Background: an optimization exercise with open tools, aiming at small area, a short achievable clock period and few clock cycles. Do not read the settings as production practice. The RTL was checked by simulation tests, not by an equivalence proof against the original design. Power figures rest on the tool's default switching activity, not on a simulated workload.

==> flow/design.v <==
module SD(
    clk,
    rst_n,
    in_valid,
    in,
    out_valid,
    out
    );
input            clk, rst_n, in_valid;
input      [3:0] in;
output reg       out_valid;
output reg [3:0] out;
localparam P_IN  = 2'd0;
localparam P_SLV = 2'd1;
localparam P_OUT = 2'd2;
reg [1:0] phase;
reg [1:0] xo, xs, yo, ys;
wire last_x   = (xo == 2'd2) & (xs == 2'd2);
wire last_y   = (yo == 2'd2) & (ys == 2'd2);
wire first_x  = (xo == 2'd0) & (xs == 2'd0);
wire first_y  = (yo == 2'd0) & (ys == 2'd0);
wire start    = in_valid & first_x & first_y;    
wire last_in  = in_valid & last_x & last_y;      
wire is_blank = in_valid & (in == 4'd0);
wire [8:0] din;
genvar g, h;
generate
    for (g = 0; g < 9; g = g + 1) begin : g_din
        assign din[g] = in_valid & (in == g + 1);
    end
endgenerate
reg [8:0] colr [0:8];
wire [8:0] col_old = (first_y ? 9'd0 : colr[8]);
integer i;
always @(posedge clk) begin
    colr[0] <= in_valid ? (col_old | din) : colr[8];
    for (i = 1; i < 9; i = i + 1)
        colr[i] <= colr[i-1];
end
reg [8:0] boxm [0:2];
wire box_new = (yo == 2'd0) & (xo == 2'd0);
generate
    for (g = 0; g < 3; g = g + 1) begin : g_box
        always @(posedge clk)
            if (in_valid & (xs == g))
                boxm[g] <= (box_new ? 9'd0 : boxm[g]) | din;
    end
endgenerate
wire [8:0] box_old = box_new ? 9'd0 : boxm[xs];
reg [8:0] rowm;
wire [8:0] row_old = first_x ? 9'd0 : rowm;
always @(posedge clk)
    if (in_valid) rowm <= row_old | din;
reg  [8:0] ex;               
wire [8:0] ex_base = start ? 9'd0 : ex;
wire [8:0] create  = is_blank ? ({ex_base[7:0], 1'b1} & ~ex_base) : 9'd0;
always @(posedge clk or negedge rst_n)
    if (!rst_n) ex <= 9'd0;
    else if (in_valid) ex <= ex_base | create;
reg [8:0] cand  [0:8];       
reg [1:0] bxs   [0:8];       
reg [1:0] bxo   [0:8];
reg [8:0] inrow;             
reg [8:0] inband;            
wire [8:0] related;          
wire [8:0] new_cand = ~(col_old | box_old | row_old);
generate
    for (g = 0; g < 9; g = g + 1) begin : g_blank
        wire same_stack = (bxs[g] == xs);
        assign related[g] = inrow[g] | (inband[g] & same_stack) | (same_stack & (bxo[g] == xo));
        always @(posedge clk) begin
            if (create[g]) begin
                cand[g] <= new_cand;
                bxs[g]  <= xs;
                bxo[g]  <= xo;
            end
            else if (related[g])
                cand[g] <= cand[g] & ~din;
            if (create[g])
                inrow[g] <= ~last_x;
            else if (in_valid & last_x)
                inrow[g] <= 1'b0;
            if (create[g])
                inband[g] <= ~(last_x & (yo == 2'd2));
            else if (in_valid & last_x & (yo == 2'd2))
                inband[g] <= 1'b0;
        end
    end
endgenerate
reg [8:0] rel [0:8];
generate
    for (g = 1; g < 9; g = g + 1) begin : g_rel
        always @(posedge clk)
            if (create[g]) rel[g] <= related & ((9'd1 << g) - 9'd1);
    end
endgenerate
reg  [3:0] val [0:8];        
reg  [9:0] cur;              
reg        retry;            
wire [8:0] voh [0:8];
generate
    for (g = 0; g < 9; g = g + 1) begin : g_voh
        for (h = 0; h < 9; h = h + 1) begin : g_b
            assign voh[g][h] = (val[g] == h + 1);
        end
    end
endgenerate
wire [8:0] below;
assign below[0] = |cur[9:1];
generate
    for (g = 1; g < 9; g = g + 1) begin : g_below
        assign below[g] = below[g-1] & ~cur[g];
    end
endgenerate
wire [8:0] viol;
wire [8:0] jmp;
generate
    for (g = 0; g < 9; g = g + 1) begin : g_viol
        assign viol[g] = below[g] & ~|(voh[g] & cand[g]);
        if (g == 0) begin : g0
            assign jmp[g] = viol[g];
        end else begin : gn
            assign jmp[g] = viol[g] & ~|viol[g-1:0];
        end
    end
endgenerate
wire any_viol = |viol;
reg  [8:0] cand_c;
reg  [8:0] rel_c;
reg  [3:0] val_c;
always @(*) begin
    cand_c = 9'd0;
    rel_c  = 9'd0;
    val_c  = (cur[9] ? val[0] : 4'd0);
    for (i = 0; i < 9; i = i + 1) begin
        cand_c = cand_c | ({9{cur[i]}} & cand[i]);
        rel_c  = rel_c  | ({9{cur[i]}} & (i == 0 ? 9'd0 : rel[i]));
        val_c  = val_c  | ({4{cur[i]}} & val[i]);
    end
end
reg [8:0] used;
always @(*) begin
    used = 9'd0;
    for (i = 0; i < 9; i = i + 1)
        used = used | ({9{rel_c[i]}} & voh[i]);
end
reg [8:0] above;
always @(*) begin
    for (i = 0; i < 9; i = i + 1)
        above[i] = ~retry | (val_c < i + 1);
end
wire [8:0] avail = cand_c & ~used & above;
reg  [3:0] pick_val;
reg        found;
always @(*) begin
    pick_val = 4'd0;
    found    = 1'b0;
    for (i = 8; i >= 0; i = i - 1)
        if (avail[i]) begin
            pick_val = i + 1;
            found    = 1'b1;
        end
end
wire searching = (phase != P_OUT) & ~start;
wire can_step  = |(cur[8:0] & ex);
always @(posedge clk or negedge rst_n) begin
    if (!rst_n) begin
        cur   <= 10'd1;
        retry <= 1'b0;
    end
    else if (start) begin
        cur   <= 10'd1;
        retry <= 1'b0;
    end
    else if (phase == P_OUT) begin
        cur   <= cur[9] ? 10'd1 : {cur[8:0], 1'b0};
        retry <= 1'b0;
    end
    else if (any_viol) begin
        cur   <= {1'b0, jmp};
        retry <= 1'b1;
    end
    else if (phase == P_SLV & cur[9]) begin
        cur   <= 10'd2;
        retry <= 1'b0;
    end
    else if (can_step) begin
        cur   <= found ? {cur[8:0], 1'b0} : {1'b0, cur[9:1]};
        retry <= ~found;
    end
end
generate
    for (g = 0; g < 9; g = g + 1) begin : g_val
        always @(posedge clk)
            if (searching & ~any_viol & cur[g] & ex[g])
                val[g] <= pick_val;
    end
endgenerate
wire done = (phase == P_SLV) & cur[9] & ~any_viol;
always @(posedge clk or negedge rst_n) begin
    if (!rst_n)
        phase <= P_IN;
    else case (phase)
        P_IN:    if (last_in) phase <= P_SLV;
        P_SLV:   if (done) phase <= P_OUT;
        default: if (cur[9]) phase <= P_IN;
    endcase
end
always @(posedge clk or negedge rst_n) begin
    if (!rst_n) begin
        xo <= 2'd0; xs <= 2'd0; yo <= 2'd0; ys <= 2'd0;
    end
    else if (in_valid) begin
        xo <= (xo == 2'd2) ? 2'd0 : xo + 2'd1;
        if (xo == 2'd2) begin
            xs <= (xs == 2'd2) ? 2'd0 : xs + 2'd1;
            if (xs == 2'd2) begin
                yo <= (yo == 2'd2) ? 2'd0 : yo + 2'd1;
                if (yo == 2'd2)
                    ys <= (ys == 2'd2) ? 2'd0 : ys + 2'd1;
            end
        end
    end
end
wire emit = done | ((phase == P_OUT) & ~cur[9]);
always @(posedge clk or negedge rst_n) begin
    if (!rst_n) begin
        out_valid <= 1'b0;
        out       <= 4'd0;
    end
    else begin
        out_valid <= emit;
        out       <= emit ? val_c : 4'd0;
    end
end
endmodule
Settings: LEC_CHECK=0, CAP_MARGIN=20, CORE_MARGIN=2, CORE_UTILIZATION=40, SLEW_MARGIN=20; clock period 8.5 ns.
run.sh (not shown) runs the stock make flow with config.mk's settings and CLKGATE_MAP_FILE= SYNTH_SCRIPT=/design/flow/synth_recipe.tcl, a recipe that flattens the netlist after the stock synthesis.
Testbench counts at the start, summed over its fixed seeds: cycles 28,832.
Next try:
--- a/flow/design.v
+++ b/flow/design.v
@@ -18,9 +18,8 @@
 wire last_x   = (xo == 2'd2) & (xs == 2'd2);
 wire last_y   = (yo == 2'd2) & (ys == 2'd2);
 wire first_x  = (xo == 2'd0) & (xs == 2'd0);
 wire first_y  = (yo == 2'd0) & (ys == 2'd0);
-wire start    = in_valid & first_x & first_y;    
 wire last_in  = in_valid & last_x & last_y;      
 wire is_blank = in_valid & (in == 4'd0);
 wire [8:0] din;
 genvar g, h;
@@ -51,13 +50,9 @@
 wire [8:0] row_old = first_x ? 9'd0 : rowm;
 always @(posedge clk)
     if (in_valid) rowm <= row_old | din;
 reg  [8:0] ex;               
-wire [8:0] ex_base = start ? 9'd0 : ex;
-wire [8:0] create  = is_blank ? ({ex_base[7:0], 1'b1} & ~ex_base) : 9'd0;
-always @(posedge clk or negedge rst_n)
-    if (!rst_n) ex <= 9'd0;
-    else if (in_valid) ex <= ex_base | create;
+wire [8:0] slot = {ex[7:0], 1'b1} & ~ex;
 reg [8:0] cand  [0:8];       
 reg [1:0] bxs   [0:8];       
 reg [1:0] bxo   [0:8];
 reg [8:0] inrow;             
@@ -68,31 +63,31 @@
     for (g = 0; g < 9; g = g + 1) begin : g_blank
         wire same_stack = (bxs[g] == xs);
         assign related[g] = inrow[g] | (inband[g] & same_stack) | (same_stack & (bxo[g] == xo));
         always @(posedge clk) begin
-            if (create[g]) begin
-                cand[g] <= new_cand;
-                bxs[g]  <= xs;
-                bxo[g]  <= xo;
+            if (slot[g]) begin
+                cand[g]   <= new_cand;
+                bxs[g]    <= xs;
+                bxo[g]    <= xo;
+                inrow[g]  <= ~last_x;
+                inband[g] <= ~(last_x & (yo == 2'd2));
             end
-            else if (related[g])
-                cand[g] <= cand[g] & ~din;
-            if (create[g])
-                inrow[g] <= ~last_x;
-            else if (in_valid & last_x)
-                inrow[g] <= 1'b0;
-            if (create[g])
-                inband[g] <= ~(last_x & (yo == 2'd2));
-            else if (in_valid & last_x & (yo == 2'd2))
-                inband[g] <= 1'b0;
+            else begin
+                if (related[g])
+                    cand[g] <= cand[g] & ~din;
+                if (in_valid & last_x)
+                    inrow[g] <= 1'b0;
+                if (in_valid & last_x & (yo == 2'd2))
+                    inband[g] <= 1'b0;
+            end
         end
     end
 endgenerate
 reg [8:0] rel [0:8];
 generate
     for (g = 1; g < 9; g = g + 1) begin : g_rel
         always @(posedge clk)
-            if (create[g]) rel[g] <= related & ((9'd1 << g) - 9'd1);
+            if (slot[g]) rel[g] <= related & ((9'd1 << g) - 9'd1);
     end
 endgenerate
 reg  [3:0] val [0:8];        
 reg  [9:0] cur;              
@@ -160,16 +155,12 @@
             pick_val = i + 1;
             found    = 1'b1;
         end
 end
-wire searching = (phase != P_OUT) & ~start;
+wire searching = (phase != P_OUT);
 wire can_step  = |(cur[8:0] & ex);
 always @(posedge clk or negedge rst_n) begin
     if (!rst_n) begin
-        cur   <= 10'd1;
-        retry <= 1'b0;
-    end
-    else if (start) begin
         cur   <= 10'd1;
         retry <= 1'b0;
     end
     else if (phase == P_OUT) begin
@@ -196,8 +187,12 @@
                 val[g] <= pick_val;
     end
 endgenerate
 wire done = (phase == P_SLV) & cur[9] & ~any_viol;
+always @(posedge clk or negedge rst_n)
+    if (!rst_n) ex <= 9'd0;
+    else if (done) ex <= 9'd0;
+    else if (is_blank) ex <= ex | slot;
 always @(posedge clk or negedge rst_n) begin
     if (!rst_n)
         phase <= P_IN;
     else case (phase)
Effect: Worst setup slack is better by 1.3 ns. Die area goes up slightly. Design area goes up slightly. Non-clock buffer count goes up by 4. Routed wire length goes down by a few percent. Final cell count goes down by a few percent. Clock power goes up by a few percent. Clock skew goes down by 0.015 ns. Sequential share of layout area goes down by 0.30 points. Combinational power goes down by well over a third.
Testbench counts after the change, summed over its fixed seeds: cycles 28,832.

re-timing with driven ports:
Ports are ideal in the flow. The routed layouts listed here were re-timed in OpenROAD.
Step 1 sets driving cells, clkbuf_16 on the clock port and buf_2 on the other inputs (assumed; they add their load-dependent delay and slew).
Step 2 times the ports against the registers' clock, not the clock port: input delays grow and output delays shrink by t, the midpoint of the rising clock arrivals with the driver on.
Three values: ideal, step 1, step 2; two values: the first two.
run | t (ns) | slack for setup (ns) | worst setup path at the end
the first run | 0.617 | 3.304 / 3.333 / 2.717 | input to register
the second run | 0.599 | 4.576 / 4.576 / 4.284 | input to register
After both steps every run listed still meets setup and hold. The setup slack of the first run, which loses most, moves by +0.029 ns with the drivers and by -0.587 ns with both steps.
